This design comes from an exercise in tuning for small area, a short achievable clock period and few clock cycles on the open sky130 flow, not from production work.
RTL that was checked went through simulation tests only; none was proved equivalent to the original.
Power is estimated from default activity; no workload was simulated.

==> inputs of run X <==
## seq_mult
module seq_mult #(parameter n = 32)
				(input start, rst, clk,
				input [n-1:0] a, b,
				output valid,
				output [2*n-1:0] result);
	reg [31:0] breg;
	reg [34:0] hs, hc;
	reg [7:0] sl, cl;
	reg [23:0] l;
	reg        lb, ngd;
	reg [15:0] selr;            
	reg [1:0]  cnt;
	reg        run, vld;
	function [15:0] sel;
		input [7:0] x;
		input y;
		integer k;
		reg [8:0] xy;
		reg x1, x0, p;
		begin
			xy = {x, y};
			for (k = 0; k < 4; k = k + 1) begin
				x1 = xy[2*k+2];
				x0 = xy[2*k+1];
				p  = xy[2*k];
				sel[k]       = ~x1 & (x0 ^ p);
				sel[4+k]   = ~x1 & x0 & p;
				sel[8+k] = x1 & (x0 ^ p);
				sel[12+k] = x1 & ~x0 & ~p;
			end
		end
	endfunction
	wire [31:0] bm = start ? b : breg;
	wire [15:0] seli = start ? sel(a[9:2], 1'b0) : selr;
	wire [34:0] hsi = start ? {1'b1, 2'b00, b & {32{a[0]}}} : hs;
	wire [34:0] hci = start ? {2'b00, b & {32{a[1]}}, 1'b0} : hc;
	wire [7:0] sli = sl & {8{~start}};
	wire [7:0] cli = cl & {8{~start}};
	wire       ngdi = ngd & ~start;
	wire [3:0] p1 = seli[3:0];
	wire [3:0] p2 = seli[7:4];
	wire [3:0] n1 = seli[11:8];
	wire [3:0] n2 = seli[15:12];
	wire [3:0] ng = n1 | n2;
	wire [33:0] pp0 = {~ng[0], ({33{p1[0]}} & {1'b0, bm}) | ({33{p2[0]}} & {bm, 1'b0}) | ({33{n1[0]}} & ~{1'b0, bm}) | ({33{n2[0]}} & ~{bm, 1'b0})};
	wire [33:0] pp1 = {~ng[1], ({33{p1[1]}} & {1'b0, bm}) | ({33{p2[1]}} & {bm, 1'b0}) | ({33{n1[1]}} & ~{1'b0, bm}) | ({33{n2[1]}} & ~{bm, 1'b0})};
	wire [33:0] pp2 = {~ng[2], ({33{p1[2]}} & {1'b0, bm}) | ({33{p2[2]}} & {bm, 1'b0}) | ({33{n1[2]}} & ~{1'b0, bm}) | ({33{n2[2]}} & ~{bm, 1'b0})};
	wire [33:0] pp3 = {~ng[3], ({33{p1[3]}} & {1'b0, bm}) | ({33{p2[3]}} & {bm, 1'b0}) | ({33{n1[3]}} & ~{1'b0, bm}) | ({33{n2[3]}} & ~{bm, 1'b0})};
	wire s1, c2;
	wire s3, c4;
	wire s5, c6;
	wire s7, c8;
	wire s9, c10;
	wire s11, c12;
	wire s13, c14;
	wire s15, c16;
	wire s17, c18;
	wire s19, c20;
	wire s21, c22;
	wire s23, c24;
	wire s25, c26;
	wire s27, c28;
  ...
Settings: LEC_CHECK=0, ABC_AREA=1, CAP_MARGIN=20, CORE_MARGIN=2, CORE_UTILIZATION=40, SETUP_SLACK_MARGIN=1.0, SLEW_MARGIN=20; clock period 5.0 ns.
standard.sh (not shown) runs the stock make flow with config.mk's settings and CLKGATE_MAP_FILE= SYNTH_SCRIPT=/design/flow/synth_recipe.tcl, a recipe that flattens the netlist after the stock synthesis.
==> flow/flow/run.sh <==
#!/bin/bash
# The standard layout, with the port buffers made of buf_1 cells
# instead of the default clkdlybuf4s50_1. The make output goes to make.log.
set -euo pipefail
bash standard.sh "BUFFER_PORTS_ARGS=-buffer_cell sky130_fd_sc_hd__buf_1" finish > make.log 2>&1
==> run Y: changes against run X <==
- ABC_AREA: 1 -> not set
- CTS_BUF_LIST: not set -> sky130_fd_sc_hd__clkbuf_8
==> notes.md <==
outcome no timing/DRC/antenna violations; power in the clock group 1.32 mW; adder-cell share of the synthesized area 22.2%; simple-gate share of the synthesized area 22.2%; non-filler instance count after layout 2802; CP max FO 20; ratio of cells with drive above 1 in the final layout 6.07%; CTS resizes 1
the above is filed under run X

==> notes.md <==
Reg2Reg Depth 8; htree depth 4; outcome no timing/DRC/antenna violations; first-pass GRT wire length 69400 µm; simple-gate share of the synthesized area 15.0%; CTS resizes 83; ratio of cells with drive above 1 in the final layout 12.3%; CP max FO 5; clk_skew 13.5 ps
the above is filed under run Y

Function was not checked in any run of this note: the RTL went through the layout flow alone.

* * *

==> inputs of exp/ember <==
Another version of the RTL of seq_mult (not shown whole).
==> flow/config.mk <==
export PLATFORM = sky130hd
export DESIGN_NAME = seq_mult
export DESIGN_NICKNAME = seq_mult
export VERILOG_FILES = /design/flow/design.v
export SDC_FILE = /design/flow/constraint.sdc
export NUM_CORES = 4
export LEC_CHECK = 0
export ABC_AREA = 1
export CAP_MARGIN = 20
export CORE_MARGIN = 2
export CORE_UTILIZATION = 40
export SETUP_SLACK_MARGIN = 1.45
export SLEW_MARGIN = 20
export SYNTH_HIERARCHICAL = 1
==> flow/constraint.sdc <==
create_clock -name core_clock -period 5.0 [get_ports {clk}]
set_input_delay 1.0000 -clock core_clock [delete_from_list [all_inputs] [get_ports {clk}]]
set_output_delay 1.0000 -clock core_clock [all_outputs]
set_load 0.01 [all_outputs]
Scripts as last shown in full above: flow/flow/run.sh
==> inputs of exp/garnet, as changes to exp/ember <==
ABC_AREA = unset   (was 1)
SETUP_SLACK_MARGIN = 1.3   (was 1.45)
==> flow_summary.json <==
{
  "ff2ff_setup_slack_ps": 1450,
  "track_usage_pct": 23.8,
  "synth_compound_area_share_pct": 24.2,
  "nFillCells": 3062,
  "place_area_mm2": 0.0142,
  "maxSlewHeadroom_pct": 36.8,
  "critPathCaptureType": "output port",
  "crit_end": "result[62]",
  "yosys-top-cells-area": "dfxtp_1, fa_1, xor2_1",
  "synth_area_mm2": 0.0132,
  "final_common_cell": "fa_1",
  "outcome": "finished clean",
  "path_max_fanout": 3,
  "yosysMostFrequentCell": "dfxtp_1",
  "p_comb_share_pct": 70.4,
  "cp_slowest_stage_delay_ps": 380
}
[end of results for exp/garnet]
==> flow_summary.json <==
{
  "place_area_mm2": 0.0146,
  "yosysMostFrequentCell": "nand2_1",
  "synth_compound_area_share_pct": 11.2,
  "crit_end": "hc[13]",
  "synth_area_mm2": 0.0137,
  "p_comb_share_pct": 67.9,
  "ff2ff_setup_slack_ps": 1510,
  "maxSlewHeadroom_pct": 38.0,
  "yosys-top-cells-area": "nand2_1, dfxtp_1, fa_1",
  "cp_slowest_stage_delay_ps": 550,
  "critPathCaptureType": "flop",
  "outcome": "finished clean",
  "nFillCells": 3481,
  "path_max_fanout": 18,
  "track_usage_pct": 26.6
}
[end of results for exp/ember]
Testbench counts of exp/ember, summed over its fixed seeds: cycles 8,000.
Testbench counts of exp/garnet, summed over its fixed seeds: cycles 8,000.

[what the ideal ports hide]
The results above use ideal ports. As a check the final layouts listed here were re-extracted and re-timed, cells and wires unchanged. Step 1 assumes that a clkbuf_16 drives the clock port and a buf_2 every other input. Step 2 adds t to the input delays and takes it off the output delays; t is the mean of the earliest and latest rising clock arrival at the registers after step 1. Input paths then give back, and output paths get back, about the clock's delay inside the block. Slacks: ideal ports / drivers / drivers and shift; pairs: ideal ports / drivers.
run	t, ns	slack for setup (ns)	latest minus earliest clock arrival (ns)	cell pins on the clock port's net
run X	0.497	1.190 / 1.206 / 0.708	0.017 / 0.017	1
run Y	0.536	0.942 / 0.893 / 0.631	0.014 / 0.014	1
exp/ember	0.490	1.512 / 1.486 / 1.068	0.024 / 0.023	1
exp/garnet	0.481	0.850 / 0.799 / 0.960	0.022 / 0.022	1
After both steps every run listed still meets setup and hold. The setup slack of run X, which loses most, moves by +0.016 ns with the drivers and by -0.482 ns with both steps.
